From an optimization exercise on the open Yosys and OpenROAD flow, aimed at small area, a short achievable clock period and few clock cycles per item; shortcuts taken in it are not production practice. Where RTL was checked, it was by simulation tests only, not by an equivalence proof against the original. Only the layout flow was run in run 1; the RTL was not checked for function there. Power and IR drop assume default switching activity.

**flow/flow/run.sh**
```bash
#!/bin/bash
set -euo pipefail
export BUFFER_PORTS_ARGS="-buffer_cell sky130_fd_sc_hd__buf_1"
export CTS_ARGS="-sink_clustering_enable -repair_clock_nets -buf_list sky130_fd_sc_hd__clkbuf_8 -dont_use_dummy_load"
bash standard.sh > standard_flow.log 2>&1
```
**flow/standard.sh**
```bash
#!/bin/bash
# synth_recipe.tcl (not shown) runs the flow's synth.tcl, then flattens the netlist and writes it again
# the make line also repeats each setting of config.mk as NAME=value (left out here)
make -C /OpenROAD-flow-scripts/flow DESIGN_CONFIG=/design/flow/config.mk WORK_HOME=/design/flow/orfs CLKGATE_MAP_FILE= SYNTH_SCRIPT=/design/flow/synth_recipe.tcl "${@:-finish}"
```
**flow/config.mk**
```make
export PLATFORM = sky130hd
export DESIGN_NAME = Fib
export DESIGN_NICKNAME = Fib
export VERILOG_FILES = /design/flow/design.v
export SDC_FILE = /design/flow/constraint.sdc
export NUM_CORES = 4
export LEC_CHECK = 0
export ABC_AREA = 1
export CAP_MARGIN = 20
export CORE_MARGIN = 2
export CORE_UTILIZATION = 40
export SETUP_SLACK_MARGIN = 2.5
export SLEW_MARGIN = 20
```
**flow/constraint.sdc**
```tcl
create_clock -name core_clock -period 5.0 [get_ports {clk}]
set_input_delay 1.0000 -clock core_clock [delete_from_list [all_inputs] [get_ports {clk}]]
set_output_delay 1.0000 -clock core_clock [all_outputs]
set_load 0.01 [all_outputs]
```
**flow/design.v**
```verilog
module Fib
(
  input  clk,
  input  reset,
  input signed [32-1 : 0] fib_n,
  output signed [64-1 : 0] fib_return,
  output  fib_busy,
  input  fib_req
);
  wire [63:0] romv;
  wire r0866;
  wire r0867;
  wire r0868;
  wire r0869;
  wire r0870;
  wire r0871;
  wire r0872;
  wire r0873;
  wire r0874;
  wire r0875;
  wire r0876;
  wire r0877;
  wire r0878;
  wire r0879;
  wire r0880;
  wire r0881;
  wire r0882;
  wire r0883;
  wire r0884;
  wire r0885;
  wire r0886;
  wire r0887;
  wire r0888;
  wire r0889;
  wire r0890;
  wire r0891;
  wire r0892;
  wire r0893;
  wire r0894;
  wire r0895;
  wire r0896;
  wire r0897;
  wire r0898;
  wire r0899;
  wire r0900;
  wire r0901;
  wire r0902;
  wire r0903;
  wire r0904;
  wire r0905;
  wire r0906;
  wire r0907;
  wire r0908;
  wire r0909;
  wire r0910;
  wire r0911;
  wire r0912;
  wire r0913;
  wire r0914;
  wire r0915;
  wire r0916;
  wire r0917;
  wire r0918;
  wire r0919;
  wire r0920;
  wire r0921;
  wire r0922;
  wire r0923;
  wire r0924;
  wire r0925;
  wire r0926;
  wire r0927;
  wire r0928;
  wire r0929;
  wire r0930;
  wire r0931;
  wire r0932;
  wire r0933;
  wire r0934;
  wire r0935;
  wire r0936;
  wire r0937;
  wire r0938;
  wire r0939;
  wire r0940;
  wire r0941;
  wire r0942;
  wire r0943;
  wire r0944;
  wire r0945;
  wire r0946;
  wire r0947;
  wire r0948;
  wire r0949;
  wire r0950;
  wire r0951;
  wire r0952;
  wire r0953;
  wire r0954;
  wire r0955;
  wire r0956;
  wire r0957;
  wire r0958;
  wire r0959;
  wire r0960;
  wire r0961;
  wire r0962;
  wire r0963;
  wire r0964;
  wire r0965;
  wire r0966;
  wire r0967;
  wire r0968;
  wire r0969;
  wire r0970;
  wire r0971;
  wire r0972;
  wire r0973;
  wire r0974;
  wire r0975;
  wire r0976;
  wire r0977;
  wire r0978;
  wire r0979;
  wire r0980;
  wire r0981;
  wire r0982;
  wire r0983;
  wire r0984;
  wire r0985;
  wire r0986;
  wire r0987;
  wire r0988;
  wire r0989;
  wire r0990;
  wire r0991;
  wire r0992;
  wire r0993;
  wire r0994;
  wire r0995;
  wire r0996;
  wire r0997;
  wire r0998;
  wire r0999;
  wire r1000;
  wire r1001;
  wire r1002;
  wire r1003;
  wire r1004;
  wire r1005;
  wire r1006;
  wire r1007;
  wire r1008;
  wire r1009;
  wire r1010;
  wire r1011;
  wire r1012;
  wire r1013;
  wire r1014;
  wire r1015;
  wire r1016;
  wire r1017;
  wire r1018;
  wire r1019;
  wire r1020;
  wire r1021;
  wire r1022;
  wire r1023;
  wire r1024;
  wire r1025;
  wire r1026;
  wire r1027;
  wire r1028;
  wire r1029;
  wire r1030;
  wire r1031;
  wire r1032;
  wire r1033;
  wire r1034;
  wire r1035;
  wire r1036;
  wire r1037;
  wire r1038;
  wire r1039;
  wire r1040;
  wire r1041;
  wire r1042;
  wire r1043;
  wire r1044;
  wire r1045;
  wire r1046;
  wire r1047;
  wire r1048;
  wire r1049;
  wire r1050;
  wire r1051;
  wire r1052;
  wire r1053;
  wire r1054;
  wire r1055;
  wire r1056;
  wire r1057;
  wire r1058;
  wire r1059;
  wire r1060;
  wire r1061;
  wire r1062;
  wire r1063;
  wire r1064;
  wire r1065;
  wire r1066;
  wire r1067;
  wire r1068;
  wire r1069;
  wire r1070;
  wire r1071;
  wire r1072;
  wire r1073;
  wire r1074;
  wire r1075;
  wire r1076;
  wire r1077;
  wire r1078;
  wire r1079;
  wire r1080;
  wire r1081;
  wire r1082;
  wire r1083;
  wire r1084;
  wire r1085;
  wire r1086;
  wire r1087;
  wire r1088;
  wire r1089;
  wire r1090;
  wire r1091;
  wire r1092;
  wire r1093;
  wire r1094;
  wire r1095;
  wire r1096;
  wire r1097;
  wire r1098;
  wire r1099;
  wire r1100;
  wire r1101;
  wire r1102;
  wire r1103;
  wire r1104;
  wire r1105;
  wire r1106;
  wire r1107;
  wire r1108;
  wire r1109;
  wire r1110;
  wire r1111;
  wire r1112;
  wire r1113;
  wire r1114;
  wire r1115;
  wire r1116;
  wire r1117;
  wire r1118;
  wire r1119;
  wire r1120;
  wire r1121;
  wire r1122;
  wire r1123;
  wire r1124;
  wire r1125;
  wire r1126;
  wire r1127;
  wire r1128;
  wire r1129;
  wire r1130;
  wire r1131;
  wire r1132;
  wire r1133;
  wire r1134;
  wire r1135;
  wire r1136;
  wire r1137;
  wire r1138;
  wire r1139;
  wire r1140;
  wire r1141;
  wire r1142;
  wire r1143;
  wire r1144;
  wire r1145;
  wire r1146;
  wire r1147;
  wire r1148;
  wire r1149;
  wire r1150;
  wire r1151;
  wire r1152;
  wire r1153;
  wire r1154;
  wire r1155;
  wire r1156;
  wire r1157;
  wire r1158;
  wire r1159;
  wire r1160;
  wire r1161;
  wire r1162;
  wire r1163;
  wire r1164;
  wire r1165;
  wire r1166;
  wire r1167;
  wire r1168;
  wire r1169;
  wire r1170;
  wire r1171;
  wire r1172;
  wire r1173;
  wire r1174;
  wire r1175;
  wire r1176;
  wire r1177;
  wire r1178;
  wire r1179;
  wire r1180;
  wire r1181;
  wire r1182;
  wire r1183;
  wire r1184;
  wire r1185;
  wire r1186;
  wire r1187;
  wire r1188;
  wire r1189;
  wire r1190;
  wire r1191;
  wire r1192;
  wire r1193;
  wire r1194;
  wire r1195;
  wire r1196;
  wire r1197;
  wire r1198;
  wire r1199;
  wire r1200;
  wire r1201;
  wire r1202;
  wire r1203;
  wire r1204;
  wire r1205;
  wire r1206;
  wire r1207;
  wire r1208;
  wire r1209;
  wire r1210;
  wire r1211;
  wire r1212;
  wire r1213;
  wire r1214;
  wire r1215;
  wire r1216;
  wire r1217;
  wire r1218;
  wire r1219;
  wire r1220;
  wire r1221;
  wire r1222;
  wire r1223;
  wire r1224;
  wire r1225;
  wire r1226;
  wire r1227;
  wire r1228;
  wire r1229;
  wire r1230;
  wire r1231;
  wire r1232;
  wire r1233;
  wire r1234;
  wire r1235;
  wire r1236;
  wire r1237;
  wire r1238;
  wire r1239;
  wire r1240;
  wire r1241;
  wire r1242;
  wire r1243;
  wire r1244;
  wire r1245;
  wire r1246;
  wire r1247;
  wire r1248;
  wire r1249;
  wire r1250;
  wire r1251;
  wire r1252;
  wire r1253;
  wire r1254;
  wire r1255;
  wire r1256;
  wire r1257;
  wire r1258;
  wire r1259;
  wire r1260;
  wire r1261;
  wire r1262;
  wire r1263;
  wire r1264;
  wire r1265;
  wire r1266;
  wire r1267;
  wire r1268;
  wire r1269;
  wire r1270;
  wire r1271;
  wire r1272;
  wire r1273;
  wire r1274;
  wire r1275;
  wire r1276;
  wire r1277;
  wire r1278;
  wire r1279;
  wire r1280;
  wire r1281;
  wire r1282;
  wire r1283;
  wire r1284;
  wire r1285;
  wire r1286;
  wire r1287;
  wire r1288;
  wire r1289;
  wire r1290;
  wire r1291;
  wire r1292;
  wire r1293;
  wire r1294;
  wire r1295;
  wire r1296;
  wire r1297;
  wire r1298;
  wire r1299;
  wire r1300;
  wire r1301;
  wire r1302;
  wire r1303;
  wire r1304;
  wire r1305;
  wire r1306;
  wire r1307;
  wire r1308;
  wire r1309;
  wire r1310;
  wire r1311;
  wire r1312;
  wire r1313;
  wire r1314;
  wire r1315;
  wire r1316;
  wire r1317;
  wire r1318;
  wire r1319;
  wire r1320;
  wire r1321;
  wire r1322;
  wire r1323;
  wire r1324;
  wire r1325;
  wire r1326;
  wire r1327;
  wire r1328;
  wire r1329;
  wire r1330;
  wire r1331;
  wire r1332;
  wire r1333;
  wire r1334;
  wire r1335;
  wire r1336;
  wire r1337;
  wire r1338;
  wire r1339;
  wire r1340;
  wire r1341;
  wire r1342;
  wire r1343;
  wire r1344;
  wire r1345;
  wire r1346;
  wire r1347;
  wire r1348;
  wire r1349;
  wire r1350;
  wire r1351;
  wire r1352;
  wire r1353;
  wire r1354;
  wire r1355;
  wire r1356;
  wire r1357;
  wire r1358;
  wire r1359;
  wire r1360;
  wire r1361;
  wire r1362;
  wire r1363;
  wire r1364;
  wire r1365;
  wire r1366;
  wire r1367;
  wire r1368;
  wire r1369;
  wire r1370;
  wire r1371;
  wire r1372;
  wire r1373;
  wire r1374;
  wire r1375;
  wire r1376;
  wire r1377;
  wire r1378;
  wire r1379;
  wire r1380;
  wire r1381;
  wire r1382;
  wire r1383;
  wire r1384;
  wire r1385;
  wire r1386;
  wire r1387;
  wire r1388;
  wire r1389;
  wire r1390;
  assign r1299 = (~r0864);
  assign r1300 = (~r0865&~r0863&~r1299);
  assign r1301 = (~r1300);
  assign r1302 = (~r0859);
  assign r1303 = (~r0860&~r1302);
  assign r1304 = (~r0862);
  assign r1305 = (~r0861);
  assign r1306 = (~r1304&~r1305);
  assign r1307 = (~r1306);
  assign r1308 = (~r1303&~r1307);
  assign r1309 = (~r1308);
  assign r1310 = (~r1301&~r1309);
  assign r1311 = (~r0860&~r1307);
  assign r1312 = (~r0860);
  assign r1313 = (~r0859&~r1312);
  assign r1314 = (~r1313);
  assign r1315 = (~r0861&~r1304);
  assign r1316 = (~r1315);
  assign r1317 = (~r1314&~r1316);
  assign r1318 = (~r1311&~r1317);
  assign r1319 = (~r0862&~r0861);
  assign r1320 = (~r1319);
  assign r1321 = (~r1302&~r1312);
  assign r1322 = (~r1321);
  assign r1323 = (~r1320&~r1322);
  assign r1324 = (~r1323);
  assign r1325 = (~r0862&~r1305);
  assign r1326 = (~r0859&~r1320);
  assign r0866 = (~r1322&~r1326) | (~r1325&~r1326);
  assign r0867 = (~r0865);
  assign r0868 = (~r0863);
  assign r0869 = (~r0864&~r0867&~r0868);
  assign r0870 = (~r0869);
  assign r0871 = (~r1318&~r0870) | (~r1324&~r0870) | (~r0866&~r0870);
  assign r0872 = (~r0862&~r1312);
  assign r0873 = (~r0872);
  assign r0874 = (~r1302&~r1305);
  assign r0875 = (~r0874);
  assign r0876 = (~r0873&~r0875);
  assign r0877 = (~r0876);
  assign r0878 = (~r1312&~r1320);
  assign r0879 = (~r1325);
  assign r0880 = (~r0860&~r0879);
  assign r0881 = (~r0878&~r0880);
  assign r0882 = (~r0865&~r0868&~r1299);
  assign r0883 = (~r0882);
  assign r0884 = (~r1318&~r0883) | (~r0877&~r0883) | (~r0881&~r0883);
  assign r0885 = (~r0879&~r1314);
  assign r0886 = (~r1323&~r0885);
  assign r0887 = (~r1312&~r1316);
  assign r0888 = (~r0887);
  assign r0889 = (~r0860&~r1320);
  assign r0890 = (~r1302&~r0879);
  assign r0891 = (~r0889&~r0890);
  assign r0892 = (~r0863&~r0864&~r0867);
  assign r0893 = (~r0892);
  assign r0894 = (~r0886&~r0893) | (~r0888&~r0893) | (~r0891&~r0893);
  assign r1348 = (r1310) | (r0871) | (r0884) | (r0894);
  assign r0895 = (~r0859&~r0860);
  assign r0896 = (~r0895&~r1321);
  assign r0897 = (~r0896);
  assign r0898 = (~r1316&~r0897);
  assign r0899 = (~r0898);
  assign r0900 = (~r0895);
  assign r0901 = (~r0900&~r1307);
  assign r0902 = (~r0901);
  assign r0903 = (~r0899) | (~r0902);
  assign r0904 = (~r0879&~r0897);
  assign r0905 = (~r0900&~r0879);
  assign r0906 = (~r0905);
  assign r0907 = (~r1313) | (~r1319);
  assign r0908 = (~r0906) | (~r0907);
  assign r0909 = (~r0904&~r0908);
  assign r0910 = (~r0909);
  assign r0911 = (~r0903&~r0910) | (~r0869);
  assign r0912 = (~r0885);
  assign r0913 = (~r1303);
  assign r0914 = (~r1320&~r0913);
  assign r0915 = (~r0914);
  assign r0916 = (~r0912) | (~r0915);
  assign r0917 = (~r0916);
  assign r0918 = (~r0876&~r1317);
  assign r0919 = (~r0917) | (~r0918);
  assign r0920 = (~r0901&~r0919) | (~r0892);
  assign r0921 = (~r0879&~r0913);
  assign r0922 = (~r0859&~r1307);
  assign r0923 = (~r0887&~r0922);
  assign r0924 = (~r0923);
  assign r0925 = (~r0921&~r0924) | (~r0882);
  assign r1355 = (~r0911) | (~r0920) | (~r0925);
  assign r0926 = (~r1302&~r1316);
  assign r0927 = (~r0926&~r1311);
  assign r0928 = (~r0859&~r1316);
  assign r0929 = (~r1314&~r1307);
  assign r0930 = (~r0928&~r0929);
  assign r0931 = (~r0861&~r1302);
  assign r0932 = (~r0931);
  assign r0933 = (~r1312&~r1304);
  assign r0934 = (~r0933);
  assign r0935 = (~r0932&~r0934);
  assign r0936 = (~r0935);
  assign r0937 = (~r0930) | (~r0936);
  assign r0938 = (~r0878&~r0937) | (~r0892);
  assign r0939 = (~r1322&~r1307);
  assign r0940 = (~r0939) | (~r0882);
  assign r0941 = (~r1303) | (~r1305);
  assign r0942 = (~r0918) | (~r0941);
  assign r0943 = (~r0889&~r0908);
  assign r0944 = (~r0913&~r1307);
  assign r0945 = (~r0944);
  assign r0946 = (~r0943) | (~r0945);
  assign r0947 = (~r0942&~r0946) | (~r0869);
  assign r1358 = (~r0883&~r0927) | (~r0938) | (~r0940) | (~r0947);
  assign r0948 = (~r0900&~r1316);
  assign r0949 = (~r0948&~r0885);
  assign r0950 = (~r0949);
  assign r0951 = (~r1323&~r0921);
  assign r0952 = (~r0951);
  assign r0953 = (~r0950&~r0952);
  assign r0954 = (~r0953);
  assign r0955 = (~r1308&~r0954) | (~r0892);
  assign r0956 = (~r1304&~r1322);
  assign r0957 = (~r1316&~r0913);
  assign r0958 = (~r0957);
  assign r0959 = (~r0958) | (~r0877);
  assign r0960 = (~r0959);
  assign r0961 = (~r0960&~r0870) | (~r0881&~r0870);
  assign r0962 = (~r1300&~r0961) | (~r0956&~r0961);
  assign r0963 = (~r1320&~r0896);
  assign r0964 = (~r1312&~r0879);
  assign r0965 = (~r0964&~r0957);
  assign r0966 = (~r0965);
  assign r0967 = (~r0929&~r0963&~r0948&~r0966) | (~r0882);
  assign r1347 = (~r0955) | (~r0962) | (~r0967);
  assign r0968 = (~r0939);
  assign r0969 = (~r0926);
  assign r0970 = (~r0968) | (~r0949) | (~r0969);
  assign r0971 = (~r0963&~r0966) | (~r0869);
  assign r0972 = (~r0895&~r1316);
  assign r0973 = (~r0972&~r0922);
  assign r0974 = (~r0973);
  assign r0975 = (~r1322) | (~r1319);
  assign r0976 = (~r0895&~r0975);
  assign r0977 = (~r0948&~r0876);
  assign r0978 = (~r0977);
  assign r0979 = (~r0976&~r0978);
  assign r0980 = (~r0956);
  assign r0981 = (~r0979) | (~r0980);
  assign r0982 = (~r1300&~r0981) | (~r1300&~r0892) | (~r0974&~r0981) | (~r0974&~r0892);
  assign r1346 = (~r0883&~r0970) | (~r0971) | (~r0982);
  assign r0983 = (~r0905&~r0957);
  assign r0984 = (~r0983);
  assign r0985 = (~r1319&~r0984) | (~r0869);
  assign r0986 = (~r0874&~r0934);
  assign r0987 = (~r0921&~r0986);
  assign r0988 = (~r0987) | (~r0882);
  assign r0989 = (~r0974&~r0954) | (~r0892);
  assign r1345 = (~r1301&~r0930) | (~r0985) | (~r0988) | (~r0989);
  assign r0990 = (~r0887&~r0876);
  assign r0991 = (~r0990);
  assign r0992 = (~r1307&~r0901&~r0991) | (~r1303&~r0901&~r0991);
  assign r0993 = (~r0899) | (~r0945);
  assign r0994 = (~r0887&~r1311);
  assign r0995 = (~r0994);
  assign r0996 = (~r0995&~r0978&~r0910);
  assign r0997 = (~r0993&~r0996) | (~r0892);
  assign r1359 = (~r0934&~r0883) | (~r0870&~r0992) | (~r0997);
  assign r0998 = (~r0877) | (~r0975);
  assign r0999 = (~r0932&~r0998) | (~r0933&~r0998);
  assign r1000 = (~r0859&~r0879);
  assign r1001 = (~r1312&~r1307);
  assign r1002 = (~r1000&~r1001);
  assign r1003 = (~r0923) | (~r1002) | (~r0869);
  assign r1004 = (~r0928&~r0964);
  assign r1005 = (~r1004);
  assign r1006 = (~r0944&~r1005) | (~r1300);
  assign r1007 = (~r1316) | (~r0907);
  assign r1008 = (~r1307&~r0897);
  assign r1009 = (~r1008);
  assign r1010 = (~r1009) | (~r0936);
  assign r1011 = (~r1007&~r1010) | (~r0892);
  assign r1344 = (~r0883&~r0999) | (~r1003) | (~r1006) | (~r1011);
  assign r1012 = (~r1321&~r1307);
  assign r1013 = (~r1000&~r0935);
  assign r1014 = (~r1013) | (~r0877);
  assign r1015 = (~r0963&~r1012&~r1014);
  assign r1016 = (~r0914&~r0905);
  assign r1017 = (~r0879&~r0897) | (~r1016);
  assign r1018 = (~r0935&~r1017) | (~r0869);
  assign r1019 = (~r1308&~r0978) | (~r0882);
  assign r1020 = (~r0889&~r1323&~r0885);
  assign r1021 = (~r0870&~r1020);
  assign r1022 = (~r1021);
  assign r1357 = (~r0893&~r1015) | (~r1018) | (~r1019) | (~r1022);
  assign r1023 = (~r0928);
  assign r1024 = (~r0902) | (~r1023);
  assign r1025 = (~r0890&~r0889&~r1024);
  assign r1026 = (~r0957&~r0998) | (~r0892);
  assign r1027 = (~r0859&~r1005) | (~r0882);
  assign r1028 = (~r0890);
  assign r1029 = (~r1028) | (~r0934);
  assign r1030 = (~r0927);
  assign r1031 = (~r1029&~r1030) | (~r1300);
  assign r1343 = (~r0870&~r1025) | (~r1026) | (~r1027) | (~r1031);
  assign r1032 = (~r0859&~r0994);
  assign r1033 = (~r0905&~r0976&~r1032);
  assign r1034 = (~r0963);
  assign r1035 = (~r0968) | (~r1034);
  assign r1036 = (~r0904&~r0959&~r1035) | (~r0892);
  assign r1037 = (~r0860&~r1316);
  assign r1038 = (~r1037);
  assign r1039 = (~r1302&~r1320);
  assign r1040 = (~r1039);
  assign r1041 = (~r1314) | (~r1306);
  assign r1042 = (~r1038) | (~r1040) | (~r1041);
  assign r1043 = (~r0886) | (~r0891);
  assign r1044 = (~r1042&~r1043) | (~r0882);
  assign r1045 = (~r0905&~r1323);
  assign r1046 = (~r1045);
  assign r1047 = (~r0991&~r1046);
  assign r1048 = (~r1047);
  assign r1049 = (~r1030&~r1048) | (~r1300);
  assign r1342 = (~r0870&~r1033) | (~r1036) | (~r1044) | (~r1049);
  assign r1050 = (~r0948);
  assign r1051 = (~r1002) | (~r0869) | (~r1050);
  assign r1052 = (~r0879&~r0913) | (~r0975);
  assign r1053 = (~r1311&~r0957);
  assign r1054 = (~r1053) | (~r0949);
  assign r1055 = (~r1052&~r1054) | (~r0892);
  assign r1361 = (~r1309&~r0883) | (~r1051) | (~r1055);
  assign r1056 = (~r0909) | (~r0958) | (~r0990);
  assign r1057 = (~r0922&~r1056) | (~r1300);
  assign r1058 = (~r0860&~r1304&~r0874);
  assign r1059 = (~r1058&~r1046) | (~r0869);
  assign r1060 = (~r1313) | (~r0861);
  assign r1061 = (~r1038) | (~r1060);
  assign r1062 = (~r1052&~r1061) | (~r0892);
  assign r1063 = (~r1005&~r0952) | (~r0882);
  assign r1341 = (~r1057) | (~r1059) | (~r1062) | (~r1063);
  assign r1064 = (~r0908);
  assign r1065 = (~r1064) | (~r1028);
  assign r1066 = (~r0901&~r0972&~r1065) | (~r0869);
  assign r1067 = (~r1317&~r0944);
  assign r1068 = (~r1312) | (~r1304);
  assign r1069 = (~r1067) | (~r1068);
  assign r1070 = (~r0929&~r1069) | (~r1300);
  assign r1071 = (~r0862&~r0897);
  assign r1072 = (~r1071);
  assign r1073 = (~r1072) | (~r0899) | (~r0968);
  assign r1074 = (~r0929);
  assign r1075 = (~r1318&~r0893) | (~r1074&~r0893) | (~r1040&~r0893);
  assign r1076 = (~r1073&~r1075) | (~r0882&~r1075);
  assign r1340 = (~r1066) | (~r1070) | (~r1076);
  assign r1077 = (~r0862&~r0896);
  assign r1078 = (~r0936) | (~r0945);
  assign r1079 = (~r1078&~r0942) | (~r0869);
  assign r1080 = (~r0865&~r0864&~r0868);
  assign r1081 = (~r0895&~r1307);
  assign r1082 = (~r1081&~r0935);
  assign r1083 = (~r1082&~r0883) | (~r0873&~r0883);
  assign r1084 = (~r0892&~r0939&~r1083) | (~r0892&~r1080&~r1083) | (~r1042&~r0939&~r1083) | (~r1042&~r1080&~r1083);
  assign r1339 = (~r1311&~r1301&~r1077) | (~r1079) | (~r1084);
  assign r1085 = (~r1326&~r0926);
  assign r1086 = (~r1085);
  assign r1087 = (~r1038) | (~r0873) | (~r0892);
  assign r1362 = (~r1086&~r1087) | (~r0883&~r1009) | (~r1018);
  assign r1088 = (~r0957&~r1048) | (~r0869);
  assign r1089 = (~r0970) | (~r0882);
  assign r1090 = (~r0914&~r1024) | (~r0892);
  assign r1356 = (~r1088) | (~r1089) | (~r1090);
  assign r1091 = (~r1082);
  assign r1092 = (~r0984&~r1091&~r0954) | (~r0882);
  assign r1093 = (~r1016) | (~r0902) | (~r1028);
  assign r1094 = (~r1093) | (~r0869);
  assign r1095 = (~r0860&~r0874) | (~r1028) | (~r1023);
  assign r1096 = (~r1095) | (~r0892);
  assign r1354 = (~r1092) | (~r1094) | (~r1096);
  assign r1097 = (~r1307&~r0896);
  assign r1098 = (~r1038&~r1303) | (~r1040&~r1303);
  assign r1099 = (r0898) | (r1098);
  assign r1100 = (~r1097&~r1099) | (~r1300);
  assign r1101 = (~r1035&~r0942) | (~r0892);
  assign r1102 = (~r1080);
  assign r1103 = (~r1307&~r1102);
  assign r1104 = (~r1077);
  assign r1105 = (~r0930&~r0883) | (~r1104&~r0883);
  assign r1106 = (~r1313&~r1105) | (~r1103&~r1105);
  assign r1107 = (~r0917) | (~r1318);
  assign r1108 = (~r1107) | (~r0869);
  assign r1337 = (~r1100) | (~r1101) | (~r1106) | (~r1108);
  assign r1109 = (~r0914&~r1061);
  assign r1363 = (~r0870&~r0996) | (~r0893&~r1109) | (~r0940);
  assign r1110 = (~r0872&~r0931&~r1311);
  assign r1111 = (~r1068);
  assign r1112 = (~r1111&~r0993) | (~r0882);
  assign r1113 = (~r0893&~r1095);
  assign r1114 = (~r1103&~r1113);
  assign r1115 = (~r1311);
  assign r1116 = (~r0960) | (~r1115);
  assign r1117 = (~r1017&~r1116) | (~r0869);
  assign r1336 = (~r1301&~r1110) | (~r1112) | (~r1114) | (~r1117);
  assign r1118 = (~r0922&~r0926&~r0908);
  assign r1119 = (~r0994) | (~r1023);
  assign r1120 = (~r1071&~r1119) | (~r0882);
  assign r1121 = (~r0913&~r0870) | (~r0861&~r0870);
  assign r1122 = (~r1078&~r1121) | (~r1080&~r1121);
  assign r1123 = (~r1326&~r0978);
  assign r1124 = (~r0936) | (~r0902);
  assign r1125 = (~r1124);
  assign r1126 = (~r1123) | (~r0968) | (~r1125);
  assign r1127 = (~r0889);
  assign r1128 = (~r1126) | (~r1127) | (~r1045);
  assign r1129 = (~r1128) | (~r0892);
  assign r1335 = (~r1301&~r1118) | (~r1120) | (~r1122) | (~r1129);
  assign r1130 = (~r0976&~r1119&~r0952) | (~r0869);
  assign r1364 = (~r1130) | (~r1036) | (~r1026);
  assign r1131 = (~r1326&~r0924&~r1098);
  assign r1386 = (~r0870&~r0945);
  assign r1132 = (~r1080&~r1386) | (~r0993);
  assign r1133 = (~r0965&~r0870) | (~r1068&~r0870);
  assign r1134 = (~r1048&~r1133) | (~r0892&~r1133);
  assign r1135 = (~r0943);
  assign r1136 = (~r0978&~r1081&~r1135) | (~r1300);
  assign r1334 = (~r0883&~r1131) | (~r1132) | (~r1134) | (~r1136);
  assign r1137 = (~r1320&~r0900);
  assign r1138 = (~r1137&~r0885);
  assign r1139 = (~r0958) | (~r0877) | (~r0907);
  assign r1140 = (~r1139) | (~r0892);
  assign r1365 = (~r0870&~r1138) | (~r1140) | (~r1094);
  assign r1141 = (~r0931&~r0880&~r0922);
  assign r1142 = (~r1008&~r1014) | (~r0882);
  assign r1143 = (~r0941) | (~r0862) | (~r1080);
  assign r1144 = (~r0976);
  assign r1145 = (r1058) | (~r1144) | (~r0951);
  assign r1146 = (~r1325&~r0976);
  assign r1147 = (~r1001);
  assign r1148 = (~r1304&~r0900);
  assign r1149 = (~r1148);
  assign r1150 = (~r1146&~r0893) | (~r1147&~r0893) | (~r1149&~r0893);
  assign r1151 = (~r0869&~r1150) | (~r1145&~r1150);
  assign r1333 = (~r1301&~r1141) | (~r1142) | (~r1143) | (~r1151);
  assign r1152 = (~r0939&~r1317&~r1098);
  assign r1153 = (~r0964&~r0995) | (~r1080);
  assign r1154 = (~r1039&~r1000);
  assign r1155 = (~r1074) | (~r1154) | (~r1050);
  assign r1156 = (~r0969&~r0893) | (~r0879&~r0893);
  assign r1157 = (~r1155&~r1156) | (~r1300&~r1156);
  assign r1158 = (~r0901&~r1056) | (~r0869);
  assign r1332 = (~r0883&~r1152) | (~r1153) | (~r1157) | (~r1158);
  assign r1159 = (~r0886) | (~r1041);
  assign r1160 = (~r1317&~r0921&~r1159);
  assign r1161 = (~r0944&~r1077) | (~r0869);
  assign r1366 = (~r0893&~r1160) | (~r1161);
  assign r1162 = (~r0951&~r0893) | (~r1085&~r0893);
  assign r1163 = (~r1138&~r1301) | (~r1307&~r1301) | (~r1149&~r1301);
  assign r1164 = (~r0890&~r1037);
  assign r1165 = (~r1164&~r1102) | (~r0936&~r1102) | (~r1074&~r1102);
  assign r1166 = (~r1162&~r1163&~r1165);
  assign r1167 = (~r1325&~r0895&~r0926);
  assign r1168 = (~r1016) | (~r1004);
  assign r1169 = (~r1167&~r1168) | (~r0882);
  assign r1170 = (~r1069) | (~r0869);
  assign r1331 = (~r1166) | (~r1169) | (~r1170);
  assign r1171 = (~r0880&~r1037&~r1001);
  assign r1172 = (~r0872&~r1037&~r1124);
  assign r1367 = (~r0870&~r1172) | (~r0893&~r1171);
  assign r1173 = (~r1126) | (~r0892);
  assign r1174 = (~r0908&~r1091) | (~r0882);
  assign r1175 = (~r0998&~r0995) | (~r0869);
  assign r1353 = (~r1173) | (~r1174) | (~r1175);
  assign r1176 = (~r0880&~r0956);
  assign r1177 = (~r0949&~r0893) | (~r1176&~r0893);
  assign r1178 = (~r0973&~r0883) | (~r0877&~r0883) | (~r0907&~r0883);
  assign r1179 = (~r0935&~r1012);
  assign r1180 = (~r1179&~r1102) | (~r1045&~r1102) | (~r1023&~r1102);
  assign r1181 = (~r0897&~r0880) | (~r1315&~r0880);
  assign r1182 = (~r1181&~r1301) | (~r0945&~r1301) | (~r1138&~r1301);
  assign r1183 = (~r1177&~r1178&~r1180&~r1182);
  assign r1330 = (~r0870&~r1306&~r1077) | (~r1183);
  assign r1184 = (~r1071&~r1030) | (~r0869);
  assign r1185 = (~r0945) | (~r0888);
  assign r1186 = (~r1061&~r1185) | (~r0892);
  assign r1368 = (~r1184) | (~r1186);
  assign r1187 = (~r1164);
  assign r1188 = (~r0963&~r1185&~r1187);
  assign r1189 = (~r0897&~r0883) | (~r1320&~r0883);
  assign r1190 = (~r1109&~r1189) | (~r1034&~r1189) | (~r1080&~r1189);
  assign r1191 = (~r0901&~r1099) | (~r0869);
  assign r1192 = (~r0926&~r0978);
  assign r1193 = (~r1192);
  assign r1194 = (~r0924&~r0952&~r1193) | (~r0892);
  assign r1329 = (~r1301&~r1188) | (~r1190) | (~r1191) | (~r1194);
  assign r1195 = (~r0976&~r1008);
  assign r1196 = (~r1195);
  assign r1197 = (~r0928&~r1187&~r1196);
  assign r1198 = (~r0956&~r0919) | (~r0882);
  assign r1199 = (~r0916&~r0978);
  assign r1200 = (~r1199) | (~r0969);
  assign r1201 = (~r1200) | (~r1080);
  assign r1202 = (~r0870&~r1110);
  assign r1203 = (~r1300&~r1202) | (~r1013&~r1202);
  assign r1328 = (~r0893&~r1197) | (~r1198) | (~r1201) | (~r1203);
  assign r1204 = (~r1086&~r1116) | (~r0869);
  assign r1205 = (~r0978&~r1091) | (~r0892);
  assign r1369 = (~r1204) | (~r1205);
  assign r1206 = (~r0922);
  assign r1207 = (~r0897) | (~r1315);
  assign r1208 = (~r1206&~r0883) | (~r0891&~r0883) | (~r1207&~r0883);
  assign r1209 = (~r1064&~r0870) | (~r0927&~r0870);
  assign r1210 = (~r0865&~r0863&~r0864);
  assign r1211 = (~r1210);
  assign r1212 = (~r1316&~r0978) | (~r1303&~r0978);
  assign r1213 = (~r1301&~r1212) | (~r0968&~r1211);
  assign r1214 = (~r1208&~r1209&~r1213);
  assign r1215 = (~r1192) | (~r1147) | (~r0881);
  assign r1216 = (~r1215) | (~r0892);
  assign r1217 = (~r1029&~r1135) | (~r1080);
  assign r1390 = (~r1214) | (~r1216) | (~r1217);
  assign r1218 = (~r1023&~r0876&~r0935) | (~r1312&~r0876&~r0935);
  assign r1219 = (~r0926&~r1081) | (~r0892);
  assign r1370 = (~r0870&~r1218) | (~r1219);
  assign r1220 = (~r1302&~r1307);
  assign r1221 = (~r1125) | (~r1023);
  assign r1222 = (~r1039&~r1220&~r1221);
  assign r1223 = (~r1124&~r0978);
  assign r1224 = (~r1223);
  assign r1225 = (~r0946&~r1224) | (~r0869);
  assign r1226 = (~r0984&~r1196) | (~r0882);
  assign r1227 = (~r1179) | (~r0983) | (~r1127);
  assign r1228 = (~r0880&~r1102&~r1167);
  assign r1229 = (~r0929&~r1227&~r1228) | (~r0929&~r1300&~r1228) | (~r1210&~r1227&~r1228) | (~r1210&~r1300&~r1228);
  assign r1389 = (~r0893&~r1222) | (~r1225) | (~r1226) | (~r1229);
  assign r1230 = (~r0924&~r1386) | (~r0892&~r1386);
  assign r1372 = (~r0870&~r1199) | (~r1230);
  assign r1231 = (~r1144) | (~r1045);
  assign r1232 = (~r1220&~r1231&~r1224);
  assign r1233 = (~r0949) | (~r0902) | (~r0958);
  assign r1234 = (~r0880&~r0963&~r1233) | (~r0869);
  assign r1235 = (~r1020) | (~r0990);
  assign r1236 = (~r0874&~r1137) | (~r1080);
  assign r1237 = (~r1211&~r1115) | (~r1236);
  assign r1238 = (~r1235&~r1237) | (~r0892&~r1237);
  assign r1239 = (~r0899) | (~r0968) | (~r1045);
  assign r1240 = (~r0922&~r0978&~r1239) | (~r0882);
  assign r1388 = (~r1301&~r1232) | (~r1234) | (~r1238) | (~r1240);
  assign r1241 = (~r1185&~r1065) | (~r0869);
  assign r1373 = (~r1206&~r0893) | (~r1241);
  assign r1242 = (~r1147) | (~r0866) | (~r1149);
  assign r1243 = (~r0972);
  assign r1244 = (~r0943&~r0870) | (~r1243&~r0870);
  assign r1245 = (~r0882&~r1091&~r1244) | (~r0882&~r1210&~r1244) | (~r1242&~r1091&~r1244) | (~r1242&~r1210&~r1244);
  assign r1246 = (~r1001&~r1145) | (~r1300);
  assign r1247 = (~r1223) | (~r1147) | (~r0881);
  assign r1248 = (~r0876&~r0935&~r1097);
  assign r1249 = (~r0880);
  assign r1250 = (~r1248&~r1102) | (~r1249&~r1102) | (~r1034&~r1102);
  assign r1251 = (~r1247&~r1250) | (~r0892&~r1250);
  assign r1387 = (~r1245) | (~r1246) | (~r1251);
  assign r1252 = (~r1317&~r0889&~r1008&~r0984);
  assign r1253 = (~r0904&~r0963&~r1193);
  assign r1254 = (~r1233&~r1196) | (~r0892);
  assign r1352 = (~r0870&~r1253) | (~r0883&~r1252) | (~r1254);
  assign r1255 = (~r1081);
  assign r1256 = (~r0899) | (~r0866);
  assign r1257 = (~r1256) | (~r0869);
  assign r1374 = (~r0893&~r1255) | (~r1257);
  assign r1258 = (~r1192) | (~r1144) | (~r1176);
  assign r1259 = (~r1034&~r0893) | (~r1147&~r0893) | (~r1038&~r0893);
  assign r1260 = (~r0899&~r1211) | (~r1255&~r1211);
  assign r1261 = (~r1146&~r1301) | (~r1243&~r1301) | (~r0980&~r1301);
  assign r1262 = (~r1258&~r1259&~r1260&~r1261) | (~r0882&~r1259&~r1260&~r1261);
  assign r1263 = (~r1012&~r1168) | (~r1080);
  assign r1264 = (~r0889&~r0978&~r1046&~r1032) | (~r0869);
  assign r1382 = (~r1262) | (~r1263) | (~r1264);
  assign r1265 = (~r0870&~r0902);
  assign r1266 = (~r0892&~r1265) | (~r0939&~r1265);
  assign r1375 = (~r1088) | (~r1266);
  assign r1267 = (~r0883) | (~r1211);
  assign r1268 = (~r0929&~r1221) | (~r1267);
  assign r1269 = (~r1300&~r0869);
  assign r1270 = (~r1269);
  assign r1271 = (~r0880&~r1032) | (~r1270);
  assign r1272 = (~r0929) | (~r1300);
  assign r1273 = (~r0893) | (~r1102);
  assign r1274 = (~r1181) | (~r1060) | (~r1273);
  assign r1371 = (~r1268) | (~r1271) | (~r1272) | (~r1274);
  assign r1376 = (~r1123&~r0870) | (~r0886&~r0870) | (~r1067&~r0870);
  assign r1377 = (~r1072&~r0870) | (~r0902&~r0870) | (~r1243&~r0870);
  assign r1275 = (~r0903&~r0954) | (~r1270);
  assign r1276 = (~r0943) | (~r1002);
  assign r1277 = (~r1276) | (~r1273);
  assign r1278 = (~r0964&~r1010) | (~r1267);
  assign r1360 = (~r1275) | (~r1272) | (~r1277) | (~r1278);
  assign r1378 = (~r0951&~r0870) | (~r1004&~r0870) | (~r0945&~r0870);
  assign r1379 = (~r1249&~r0870) | (~r1023&~r0870);
  assign r1279 = (~r0901&~r1086) | (~r1270);
  assign r1280 = (~r1039&~r1000&~r1220) | (~r1273);
  assign r1281 = (~r0890&~r0928) | (~r1267);
  assign r1349 = (~r1279) | (~r1272) | (~r1280) | (~r1281);
  assign r1380 = (~r0912&~r0870) | (~r1023&~r0870);
  assign r1385 = (~r0870&~r1125);
  assign r1282 = (~r1300&~r1385) | (~r1008&~r1385);
  assign r1283 = (~r0890&~r0901&~r0956&~r0976) | (~r0882);
  assign r1284 = (~r0873) | (~r0941) | (~r1060) | (~r0892);
  assign r1350 = (~r1282) | (~r1022) | (~r1283) | (~r1284);
  assign r1381 = (~r1053&~r0870) | (~r0977&~r0870);
  assign r1285 = (~r0979) | (~r0945);
  assign r1286 = (~r1285) | (~r1270);
  assign r1287 = (~r0904&~r1137&~r1124) | (~r1273);
  assign r1288 = (~r1239) | (~r1267);
  assign r1338 = (~r1286) | (~r1287) | (~r1272) | (~r1288);
  assign r1289 = (~r0935&~r1052&~r1005);
  assign r1290 = (~r0889&~r0893);
  assign r1291 = (~r0977) | (~r1013) | (~r1206) | (~r1290);
  assign r1292 = (~r0939) | (~r0867) | (~r0864);
  assign r1293 = (~r0937&~r1231) | (~r0882);
  assign r1351 = (~r0870&~r1289) | (~r1291) | (~r1292) | (~r1293);
  assign r1383 = (~r0870&~r0958);
  assign r1384 = (~r0870&~r1318);
  assign r1294 = (~r0953&~r1269) | (~r1085&~r1269);
  assign r1295 = (~r1310&~r1265&~r1294);
  assign r1296 = (~r0880&~r0986&~r1285) | (~r1267);
  assign r1297 = (~r1007&~r0921&~r0986);
  assign r1298 = (~r0898&~r1297) | (~r1273);
  assign r1327 = (~r1295) | (~r1296) | (~r1298);
  assign r0865 = fib_n[6];
  assign r0863 = fib_n[4];
  assign r0864 = fib_n[5];
  assign r0859 = fib_n[0];
  assign r0860 = fib_n[1];
  assign r0862 = fib_n[3];
  assign r0861 = fib_n[2];
  assign romv[29] = r1348;
  assign romv[35] = r1355;
  assign romv[38] = r1358;
  assign romv[28] = r1347;
  assign romv[27] = r1346;
  assign romv[26] = r1345;
  assign romv[39] = r1359;
  assign romv[25] = r1344;
  assign romv[37] = r1357;
  assign romv[24] = r1343;
  assign romv[23] = r1342;
  assign romv[40] = r1361;
  assign romv[22] = r1341;
  assign romv[21] = r1340;
  assign romv[20] = r1339;
  assign romv[41] = r1362;
  assign romv[36] = r1356;
  assign romv[34] = r1354;
  assign romv[19] = r1337;
  assign romv[42] = r1363;
  assign romv[18] = r1336;
  assign romv[17] = r1335;
  assign romv[43] = r1364;
  assign romv[16] = r1334;
  assign romv[44] = r1365;
  assign romv[15] = r1333;
  assign romv[14] = r1332;
  assign romv[45] = r1366;
  assign romv[13] = r1331;
  assign romv[46] = r1367;
  assign romv[33] = r1353;
  assign romv[12] = r1330;
  assign romv[47] = r1368;
  assign romv[11] = r1329;
  assign romv[10] = r1328;
  assign romv[48] = r1369;
  assign romv[9] = r1390;
  assign romv[49] = r1370;
  assign romv[8] = r1389;
  assign romv[50] = r1372;
  assign romv[7] = r1388;
  assign romv[51] = r1373;
  assign romv[6] = r1387;
  assign romv[32] = r1352;
  assign romv[52] = r1374;
  assign romv[5] = r1382;
  assign romv[53] = r1375;
  assign romv[4] = r1371;
  assign romv[54] = r1376;
  assign romv[55] = r1377;
  assign romv[3] = r1360;
  assign romv[56] = r1378;
  assign romv[57] = r1379;
  assign romv[2] = r1349;
  assign romv[58] = r1380;
  assign romv[30] = r1350;
  assign romv[59] = r1381;
  assign romv[1] = r1338;
  assign romv[31] = r1351;
  assign romv[60] = r1383;
  assign romv[61] = r1384;
  assign romv[0] = r1327;
  assign romv[62] = r1385;
  assign romv[63] = r1386;
  reg  [63:0] cur, nxt;
  reg  [31:0] cnt;
  reg         busy;
  reg  [2:0]  ph;        
  reg  [1:0]  st;        
  reg         c;         
  reg         b;         
  wire big  = fib_n[31] | (|fib_n[30:7]) | (fib_n[6:0] >= 7'd94);
  wire [63:0] tab = romv;
  wire first = (ph == 3'd0);
  wire last  = (ph == 3'd7);
  wire [8:0] sum = nxt[7:0] + cur[7:0] + c;
  wire [7:0] nin = st[1] ? sum[7:0] : {7'd0, st[0] & first};
  wire [4:0] dec = {1'b0, cnt[3:0]} - b;
  wire       under = dec[4];
  always @(posedge clk) begin
    if (busy) begin
      cur <= {nxt[7:0], cur[63:8]};
    end else if (fib_req) begin
      cur <= tab;
    end
    nxt <= {nin, nxt[63:8]};
    if (busy)
      cnt <= {dec[3:0], cnt[31:4]};
    else
      cnt <= fib_n;
    c <= sum[8] & ~last;
    b <= busy & (last | under);
  end
  always @(posedge clk) begin
    if (reset) begin
      busy <= 1'b0;
      ph <= 3'd0;
      st <= 2'd0;
    end else if (busy) begin
      ph <= ph + 3'd1;
      if (last) begin
        if (st != 2'd2) st <= st + 2'd1;
        if ((st == 2'd2 && under) || (st == 2'd1 && cnt[3])) busy <= 1'b0;
      end
    end else if (fib_req & big) begin
      busy <= 1'b1;
      ph <= 3'd0;
      st <= 2'd0;
    end
  end
  assign fib_return = cur;
  assign fib_busy = busy;
endmodule
```
==> results.json, run 1 <==
{
  "setup_crit_path_kind": "in -> reg",
  "drt-initial-drc-count": 1426,
  "synth_area_leader_cell": "dfxtp_1",
  "rsz0062_at_grt": "true",
  "ys.warnings.count": 8,
  "end_kind": "flip-flop",
  "maximum_number_of_pins_on_one_net_before_global_route_repair": 87,
  "timing.critical_path.from": "fib_n[3]",
  "vias_per_cell": 5.88,
  "r2r_end": "cur[5]",
  "fin_setup_tns_ps": 0,
  "ctsHtreeMaxLevel": 4,
  "crit_chain": "buf_4, nor2_4, nand2_1, o21ai_1, o21ai_0, nand2_1, nor2_1, a21oi_1",
  "r2r-start": "busy",
  "cts_tree": "built",
  "wire_length_of_the_first_global_routing_pass_mm": 61.2,
  "maxCapViolCount": 0,
  "cts-hold-fix-buffers": 0,
  "min_period_ps": 2610,
  "ff2ff_path_depth": 9,
  "setup_slack_on_the_worst_flop_to_flop_path_ps": 2640,
  "post-route-worst-setup-slack_ps": 2390,
  "n_antenna_cell": 0,
  "first_global_vias": 8927,
  "post-route-period-util": 0.522,
  "fin_skew_ps": 42.8,
  "die_area_sq_mm": 0.0228,
  "cts-root-buf": "clkbuf_8",
  "floorplan.die.width_microns": 151,
  "max_freq_mhz": 383,
  "leakage_power_uw": 0.00490,
  "drc_violations_left": 0,
  "final_cell_area_sq_mm": 0.0104,
  "worst-endpoint-arrival_ps": 2900,
  "timing.final.hold_violations": 0,
  "die-height_microns": 151,
  "num_rows": 53,
  "wire_per_inst_microns": 27.2,
  "post_synth.cell_area_avg_sq_um": 7.25,
  "finalWeightedCongestion": 1.09,
  "vdd_ir_drop_max_v": 0.000163,
  "critical-path-max-stage-delay_ps": 480,
  "groute.usage.overall": 0.384,
  "finalWirelength_mm": 43.5,
  "synth_fp_nets": 1245,
  "io_pins": 100,
  "n_fill_cell": 2217,
  "clock-sinks": 168,
  "synthToLayoutAreaGrowth_pct": 21.1,
  "hold_end": "nxt[51]",
  "min-delay-start": "nxt[59]",
  "maxSlewViolCount": 0,
  "synth_cells": 1190,
  "cts_made_buffers": 17,
  "worstMarginPinSlew_ps": 909,
  "fp.coreArea_sq_mm": 0.0211,
  "pre_cts_ws_ps": 1120,
  "hp-class": "reg -> reg",
  "worstSkewPairLatency_ps": 480,
  "synth_top_cells_by_area": "dfxtp_1 24%, edfxtp_1 22%, nand2_1 14%, o21ai_0 8.2%, nor2_1 7.3%",
  "worst-path-max-fanout": 14,
  "slew-limit-headroom": 0.394,
  "synthDistinctLibCells": 37,
  "drive_above_1_share": 0.150,
  "port_buf_inserts": 99,
  "grt_overflow": 0,
  "place_hpwl_mm": 32.1,
  "num_vias": 9419,
  "master_of_the_slowest_instance_on_the_critical_path": "o21ai_1",
  "min_path_cells": 0,
  "crit_top_cell": "nand2_1",
  "synth_largest_type_area_fraction": 0.241,
  "fin_util": 0.495,
  "cts_max_path_buffers": 2,
  "worst_setup_hold_path_clk_slew_ps": 120,
  "first_pass_iters": 6,
  "setup.worst_path.start_class": "input port",
  "route.antenna.remaining_nets": 0,
  "initial_core_util": 0.409,
  "timing.critical_path.required_ps": 5290,
  "setup_viol": 0,
  "synth-seq-cells": 168,
  "combined_area_of_all_synthesized_cells_sq_mm": 0.00863,
  "seq_area_frac_synth": 0.464,
  "hold_slack_ps": 282,
  "number_of_nets_in_the_final_layout": 1383,
  "grt_antenna_before_repair": 0,
  "detailed_place.area_sq_mm": 0.00933,
  "power.density_mw_per_mm2": 309,
  "run_status": "no timing/DRC/antenna violations"
}
## state kept, by name, indices dropped and copies added (netlist names)
name and cells:
nxt 64, cur 64, c 1, busy 1, st 2, b 1, cnt 32, ph 3
## cells by family after synthesis
kind of cell | Yosys count | share of synthesized area
simple gates | 611 | 0.291
compound gates | 228 | 0.140
flops | 168 | 0.464
buf+inv | 161 | 0.0722
fa+ha+maj | 20 | 0.0307
xor+xnor | 2 | 0.00203
## metrics by stage
stage | total power, uW | std cells
2_1_floorplan | 2060 | 1190
3_3_place_gp | 2370 | 1540
3_5_place_dp | 2360 | 1540
4_1_cts | 3180 | 1576
5_1_grt | 3340 | 1601
6_report | 3230 | 1601
## how the worst max path moves through the flow
stage / endpoint / depth (start not counted)
2_1_floorplan: cur[0] / 11
3_3_place_gp: cur[17] / 10
3_5_place_dp: cur[17] / 10
4_1_cts: cur[20] / 11
5_1_grt: cur[12] / 11
6_report: cur[6] / 8
## cells in the mapped netlist, drive strengths merged
cell,count
fa,2
and2,1
a221oi,1
o32ai,1
o31ai,2
ha,18
o21bai,2
edfxtp,64
a211oi,2
nand2,316
clkbuf,29
xor2,1
o22ai,3
nor3,7
nand3,91
nor2,177
a31oi,14
a21oi,53
a22o,2
o21ai,141
a22oi,3
a41oi,1
clkinv,2
nand3b,3
xnor2,1
o211ai,3
or2,4
inv,118
buf,12
nand4,12
dfxtp,104
## routing by layer
metal / vias to the layer above / part of all wire / track usage
met5: - / 0 / 0
met4: 0 / 0.084 / 0.247
met3: 191 / 0.11 / 0.0982
met2: 706 / 0.42 / 0.574
met1: 4346 / 0.39 / 0.493
li1: 4176 / - / -
## power by group
part           internal [uW]  leakage (uW)  switching [uW]  total [uW]
sequential              1590       0.00153            81.5        1670
combinational            223       0.00324             549         771
clock                    302      0.000122             485         787
total                   2110       0.00490            1120        3230
## repair_timing
| item | 4_1_cts | 5_1_grt |
|---|---|---|
| setup endpoints to repair | 69 | 50 |
| gates resized for setup | 101 | 59 |
| setup buffers | 18 | 25 |
| pin swaps | 6 | 11 |
| hold endpoints to repair | 0 | 0 |
| cloned | 1 | 0 |
## cells in the final DEF, fill, tap and decap left out, drive strengths merged, types with 14 or more instances in the layout
cell    instances
inv           110
edfxtp         64
nand2         316
nand3          91
o21ai         141
clkbuf         18
buf           158
nor2          177
a31oi          14
ha             18
a21oi          53
dfxtp         104
## cell type report
class / count / area, sq um / share of cell area
Inverter: 120 / 508 / 0.0486
Timing Repair Buffer: 159 / 896 / 0.0857
Clock buffer: 17 / 234 / 0.0224
Tap cell: 275 / 344 / 0.0329
Timing Repair inverter: 1 / 7.51 / 0.000718
Sequential cell: 168 / 4010 / 0.383
Multi-Input combinational cell: 861 / 4450 / 0.426
## worst max-delay path, delay by kind of cell
kind / cells / cell delay (ps)
compound gates: 3 / 860
simple gates: 4 / 820
buf+inv: 1 / 200
==> run 2, diff against run 1 <==
--- a/flow/design.v
+++ b/flow/design.v
@@ -1136,8 +1136,9 @@
   reg  [1:0]  st;        
   reg         c;         
   reg         b;         
-  wire big  = fib_n[31] | (|fib_n[30:7]) | (fib_n[6:0] >= 7'd94);
-  wire [63:0] tab = romv;
+  wire neg  = fib_n[31];
+  wire big  = ~neg & ((|fib_n[30:7]) | (fib_n[6:0] >= 7'd94));
+  wire [63:0] tab = neg ? 64'h0 : romv;
   wire first = (ph == 3'd0);
   wire last  = (ph == 3'd7);
   wire [8:0] sum = nxt[7:0] + cur[7:0] + c;
@@ -1167,7 +1168,7 @@
       ph <= ph + 3'd1;
       if (last) begin
         if (st != 2'd2) st <= st + 2'd1;
-        if ((st == 2'd2 && under) || (st == 2'd1 && cnt[3])) busy <= 1'b0;
+        if (st == 2'd2 && under) busy <= 1'b0;
       end
     end else if (fib_req & big) begin
       busy <= 1'b1;
--- a/flow/config.mk
+++ b/flow/config.mk
@@ -9,5 +9,5 @@
 export CAP_MARGIN = 20
 export CORE_MARGIN = 2
 export CORE_UTILIZATION = 40
-export SETUP_SLACK_MARGIN = 2.5
+export SETUP_SLACK_MARGIN = 2.6
 export SLEW_MARGIN = 20
==> results.json, run 2 <==
{
  "run_status": "no timing/DRC/antenna violations",
  "initial_core_util": 0.407,
  "num_rows": 53,
  "mostFrequentLayoutCell": "nand2_1",
  "route.antenna.remaining_nets": 0,
  "cts_made_buffers": 17,
  "ff2ff_path_depth": 11,
  "synth_top_flop_cell": "dfxtp_1",
  "synth_fp_nets": 1202,
  "end_kind": "flip-flop",
  "drt-initial-drc-count": 1195,
  "synth_cells": 1148,
  "synthDistinctLibCells": 45,
  "timing.critical_path.required_ps": 5200,
  "post-route-period-util": 0.512,
  "n_fill_cell": 2091,
  "drive_above_1_share": 0.166,
  "wire_per_inst_microns": 29.6,
  "min_period_ps": 2560,
  "seq_area_frac_synth": 0.469,
  "synth_area_leader_cell": "dfxtp_1",
  "port_buf_inserts": 99,
  "groute.usage.overall": 0.405,
  "io_pins": 100,
  "leakage_power_uw": 0.00490,
  "min_path_cells": 0,
  "worst-path-max-fanout": 11,
  "largest_registers": "cur x64, nxt x64, cnt x32",
  "first_pass_iters": 8,
  "number_of_nets_in_the_final_layout": 1337,
  "hp-class": "reg -> reg",
  "die_area_sq_mm": 0.0225,
  "wire_length_of_the_first_global_routing_pass_mm": 63.5,
  "finish.cell_count_without_fillers": 1557,
  "ctsHtreeMaxLevel": 4,
  "place_hpwl_mm": 33.8,
  "maxCapViolCount": 0,
  "rsz0062_at_grt": "true",
  "clock-sinks": 168,
  "worst-endpoint-arrival_ps": 2760,
  "final_cell_area_sq_mm": 0.0105,
  "maximum_number_of_pins_on_one_net_before_global_route_repair": 39,
  "maxSlewViolCount": 0,
  "cts_max_path_buffers": 2,
  "setup_crit_path_kind": "in -> reg",
  "synth.most_common_cell": "nand2_1",
  "die-height_microns": 150,
  "grt_antenna_before_repair": 1,
  "placed_cells_incl_taps": 1498,
  "cts-hold-fix-buffers": 0,
  "synth_top_cells_by_area": "dfxtp_1 24%, edfxtp_1 23%, nand2_1 17%, o21ai_0 6.9%, nand3_1 5.3%",
  "first_global_vias": 9144,
  "synth-async-reset-ratio": 0,
  "synth-seq-cells": 168,
  "post_synth.cell_area_avg_sq_um": 7.43,
  "cts_tree": "built",
  "timing.final.hold_violations": 0,
  "synthToLayoutAreaGrowth_pct": 22.6,
  "number_of_flops_mapped_to_enable_cells_by_yosys": 64,
  "worstSkewPairLatency_ps": 450,
  "setup.worst_path.start_class": "input port",
  "cts-root-buf": "clkbuf_8",
  "floorplan.die.width_microns": 150,
  "vias_per_cell": 6.26,
  "detailed_place.area_sq_mm": 0.00928,
  "finalWeightedCongestion": 1.18,
  "max_freq_mhz": 390,
  "worst_setup_hold_path_clk_slew_ps": 110,
  "drc_violations_left": 0,
  "synth_largest_type_area_fraction": 0.244,
  "fin_setup_tns_ps": 0,
  "worstMarginPinSlew_ps": 766,
  "fp.coreArea_sq_mm": 0.0210,
  "finalWirelength_mm": 46.1,
  "fin_skew_ps": 44.2,
  "mostFrequentLayoutCells": "345 x nand2_1, 103 x dfxtp_1, 98 x o21ai_0",
  "slew-limit-headroom": 0.486,
  "combined_area_of_all_synthesized_cells_sq_mm": 0.00853,
  "ys.warnings.count": 8,
  "power.density_mw_per_mm2": 286,
  "grt_overflow": 0,
  "setup_viol": 0,
  "vdd_ir_drop_max_v": 0.000153,
  "synth_common_cells": "378 x nand2_1, 118 x o21ai_0, 104 x dfxtp_1",
  "fin_util": 0.499,
  "num_vias": 9741
}
run 2: cell count changes after synthesis, sizes merged, moves of 3 or more:
cell    delta
nor2      -78
nand2     +74
o21ai     -19
nor3       +8
nand3b     -3
a31oi     -12
a21oi      -7
o221ai     +3
a22oi      +5
o211ai     +4
o31ai      +8
inv       -29
run 2: logic make-up (layout without fill, tap and decap cells):
family	Yosys count	after routing	synth area share
xor+xnor	1	1	0.00103
other cells	0	1	0
fa+ha+maj	19	19	0.0296
buf+inv	131	263	0.0607
simple gates	617	618	0.302
compound gates	212	212	0.138
flops	168	168	0.469
run 2: worst max-delay path, stage by stage:
cell and delay [ps]:
buf_8 150, inv_8 80, ha_4 290, buf_4 160, nand2_4 150, inv_1 80, o21ai_0 240, nand3_1 180
o21ai_1 230, buf_4 140, nand2_1 40
run 2: path summary, 6_finish.rpt:
| path | to | slack, ps | start |
|---|---|---|---|
| max | cur[15] | 2440 | fib_n[1] |
| min | nxt[35] | 300 | nxt[43] |
| max reg2reg | nxt[62] | 2850 | cur[0] |
| min reg2reg | nxt[35] | 300 | nxt[43] |
run 2: stage by stage:
stage	hold WS, ps	setup slack, ps	power [uW]
after floorplan	310	2600	1890
after global placement	311	828	2160
after detailed placement	312	948	2150
after CTS	303	2500	2930
after global routing	301	2480	3070
final	305	2440	2990
run 2: power by group:
part	internal [uW]	leakage (uW)	switching, uW	total (uW)
Clock	302	0.000122	444	746
Sequential	1510	0.00152	53.1	1570
Combinational	184	0.00326	494	678
run 2: what timing repair did:
item	4_1_cts	5_1_grt
resized for setup	112	78
endpoints found under the setup margin	69	75
setup buffers	16	22
cloned	2	1
pin swaps	5	12
run 2: cell type report:
cell class	instances	area [sq um]	area share
diodes	1	2.50	0.000239
clock buffers	17	234	0.0224
inverters	92	394	0.0377
multi-input cells	850	4570	0.437
flip-flops and latches	168	4010	0.383
well taps	275	344	0.0329
repair buffers	153	902	0.0862
repair inverters	1	7.51	0.000718
run 2: routing by layer:
metal,GRT usage,routed length [microns],vias up
li1,-,-,4112
met1,0.496,17200,4608
met2,0.624,19800,776
met3,0.102,4910,243
met4,0.284,4130,2
met5,0,11,-
Testbench counts of run 2, summed over its fixed seeds: cycles 1,024, requests 1,024.
==> run 3, diff against run 2 <==
--- a/flow/config.mk
+++ b/flow/config.mk
@@ -9,5 +9,6 @@
 export CAP_MARGIN = 20
 export CORE_MARGIN = 2
 export CORE_UTILIZATION = 40
-export SETUP_SLACK_MARGIN = 2.6
+export PLACE_DENSITY = 0.75
+export SETUP_SLACK_MARGIN = 2.5
 export SLEW_MARGIN = 20
==> results.json, run 3 <==
{
  "seq_area_frac_synth": 0.469,
  "vias_per_cell": 6.16,
  "cts-hold-fix-buffers": 0,
  "drive_above_1_share": 0.152,
  "rsz0062_at_grt": "true",
  "first_pass_iters": 6,
  "drc_violations_left": 0,
  "hp-class": "reg -> reg",
  "io_pins": 100,
  "finalWeightedCongestion": 1.17,
  "end_kind": "flip-flop",
  "drt-initial-drc-count": 1462,
  "port_buf_inserts": 99,
  "maximum_number_of_pins_on_one_net_before_global_route_repair": 44,
  "placed_cells_incl_taps": 1502,
  "num_rows": 53,
  "setup_slack_on_the_worst_flop_to_flop_path_ps": 2830,
  "r2r-start": "busy",
  "number_of_flops_mapped_to_enable_cells_by_yosys": 64,
  "fin_setup_tns_ps": 0,
  "min_period_ps": 2560,
  "synthDistinctLibCells": 45,
  "die-height_microns": 150,
  "timing.critical_path.from": "fib_n[0]",
  "synth_common_cells": "378 x nand2_1, 118 x o21ai_0, 104 x dfxtp_1",
  "worstSkewPairLatency_ps": 480,
  "cts_made_buffers": 17,
  "finish.cell_count_without_fillers": 1548,
  "num_vias": 9543,
  "synth.most_common_cell": "nand2_1",
  "cts_tree": "built",
  "synth_top_cells_by_area": "dfxtp_1 24%, edfxtp_1 23%, nand2_1 17%, o21ai_0 6.9%, nand3_1 5.3%",
  "vdd_ir_drop_max_v": 0.000127,
  "cts-root-buf": "clkbuf_8",
  "combined_area_of_all_synthesized_cells_sq_mm": 0.00853,
  "mostFrequentLayoutCells": "341 x nand2_1, 103 x dfxtp_1, 101 x o21ai_0",
  "place_hpwl_mm": 33.5,
  "wire_per_inst_microns": 29.3,
  "die_area_sq_mm": 0.0225,
  "post_synth.cell_area_avg_sq_um": 7.43,
  "ctsHtreeMaxLevel": 4,
  "maxCapViolCount": 0,
  "timing.critical_path.required_ps": 5180,
  "slew-limit-headroom": 0.319,
  "synth_top_flop_cell": "dfxtp_1",
  "synth-async-reset-ratio": 0,
  "largest_registers": "cur x64, nxt x64, cnt x32",
  "clock-sinks": 168,
  "ff2ff_path_depth": 7,
  "worstMarginPinSlew_ps": 1020,
  "synth_largest_type_area_fraction": 0.244,
  "worst_setup_hold_path_clk_slew_ps": 90,
  "ys.warnings.count": 8,
  "mostFrequentLayoutCell": "nand2_1",
  "run_status": "no timing/DRC/antenna violations",
  "floorplan.die.width_microns": 150,
  "setup_viol": 0,
  "synthToLayoutAreaGrowth_pct": 21.0,
  "fin_skew_ps": 63.1,
  "synth_area_leader_cell": "dfxtp_1",
  "hold_end": "nxt[17]",
  "max_freq_mhz": 391,
  "synth_fp_nets": 1202,
  "initial_core_util": 0.407,
  "maxSlewViolCount": 0,
  "grt_antenna_before_repair": 0,
  "worst-path-max-fanout": 9,
  "first_global_vias": 9350,
  "number_of_nets_in_the_final_layout": 1329,
  "setup_crit_path_kind": "in -> reg",
  "grt_overflow": 0,
  "cts_max_path_buffers": 2,
  "min-delay-start": "nxt[25]",
  "n_antenna_cell": 0,
  "wire_length_of_the_first_global_routing_pass_mm": 63.7,
  "worst-endpoint-arrival_ps": 2740,
  "power.density_mw_per_mm2": 288,
  "r2r_end": "cur[41]",
  "setup.worst_path.start_class": "input port",
  "leakage_power_uw": 0.00486,
  "min_path_cells": 0,
  "finalWirelength_mm": 45.3,
  "post-route-period-util": 0.512,
  "groute.usage.overall": 0.406,
  "timing.final.hold_violations": 0,
  "synth_cells": 1148,
  "route.antenna.remaining_nets": 0,
  "fp.coreArea_sq_mm": 0.0210,
  "synth-seq-cells": 168
}
-- run 3: how the worst max path moves through the flow --
| stage | to | slack, ps | cells after the start |
|---|---|---|---|
| 5_1_grt | cur[7] | 2450 | 14 |
| 3_3_place_gp | cur[9] | 780 | 9 |
| 6_report | cur[54] | 2440 | 7 |
| 4_1_cts | cur[31] | 2420 | 10 |
| 2_1_floorplan | cur[31] | 2500 | 14 |
| 3_5_place_dp | cur[27] | 910 | 10 |
-- run 3: layout make-up --
| class | count | area (sq um) |
|---|---|---|
| Clock buffer | 17 | 234 |
| Inverter | 92 | 390 |
| Sequential cell | 168 | 4010 |
| Fill cell | 2149 | 10600 |
| Timing Repair Buffer | 146 | 867 |
| Timing Repair inverter | 1 | 7.51 |
| Tap cell | 275 | 344 |
| Multi-Input combinational cell | 849 | 4470 |
-- run 3: kinds of logic after synthesis --
kind of cell,count (synthesis),share of synthesized area
buffers and inverters,131,0.0607
flip-flops,168,0.469
XOR/XNOR,1,0.00103
AND/OR/NAND/NOR,617,0.302
AO/OA/AOI/OAI,212,0.138
adder cells (fa/ha/maj),19,0.0296
-- run 3: what timing repair did --
action	in CTS	in global routing
pin swaps	4	13
setup endpoints to repair	69	52
cloned	2	1
resized for setup	99	69
buffers inserted	13	13
-- run 3: routing by layer --
layer / wire (microns) / vias up / global-route usage
li1: - / 4071 / -
met1: 16600 / 4419 / 0.487
met5: 0 / - / 0
met4: 4190 / 0 / 0.281
met3: 5190 / 253 / 0.127
met2: 19300 / 800 / 0.617
-- run 3: worst max-delay path: stages --
cell and delay, ps:
clkbuf_4 150, buf_8 160, ha_4 180, nand2_2 200, nand2_1 250, nor4_2 600
o21ai_0 190
-- run 3: power breakdown --
group / total (uW) / internal (uW) / switching (uW)
registers: 1570 / 1510 / 53.8
logic: 649 / 174 / 475
clock network: 755 / 301 / 454
-- run 3: through the flow --
stage | cell area (sq um) | util | hold WS, ps | total power [uW] | setup slack (ps)
2_1_floorplan | 8580 | - | 310 | 1880 | 2500
3_3_place_gp | 9270 | 0.442 | 310 | 2150 | 784
3_5_place_dp | 9270 | 0.442 | 312 | 2140 | 911
4_1_cts | 9960 | 0.475 | 302 | 2910 | 2420
5_1_grt | 10300 | 0.493 | 307 | 3060 | 2450
6_report | 10300 | 0.493 | 301 | 2970 | 2440

[afterwards: timing with drivers on the ports]
No port has a modelled driver above. Below, the same layouts with a new extraction and two added sets of constraints. Step 1 sets driving cells, clkbuf_16 on the clock port and buf_2 on the other inputs (assumed; they add their load-dependent delay and slew). Step 2 adds t to the input delays and takes it off the output delays; t is the mean of the earliest and latest rising clock arrival at the registers after step 1. Input paths then give back, and output paths get back, about the clock's delay inside the block. Three values: no drivers, after step 1, after step 2; two values: the first two.
run | t (ns) | setup WS [ns] | hold slack, ns | worst slew at a driven data input, ns
run 1 | 0.500 | 2.389 / 2.413 / 1.913 | 0.282 / 0.282 / 0.282 | 0.04
run 2 | 0.477 | 2.438 / 2.434 / 1.957 | 0.305 / 0.305 / 0.305 | 0.05
run 3 | 0.499 | 2.440 / 2.459 / 1.960 | 0.301 / 0.301 / 0.301 | 0.05
After both steps every run listed still meets setup and hold. The setup slack of run 2, which loses most, moves by -0.004 ns with the drivers and by -0.481 ns with both steps.
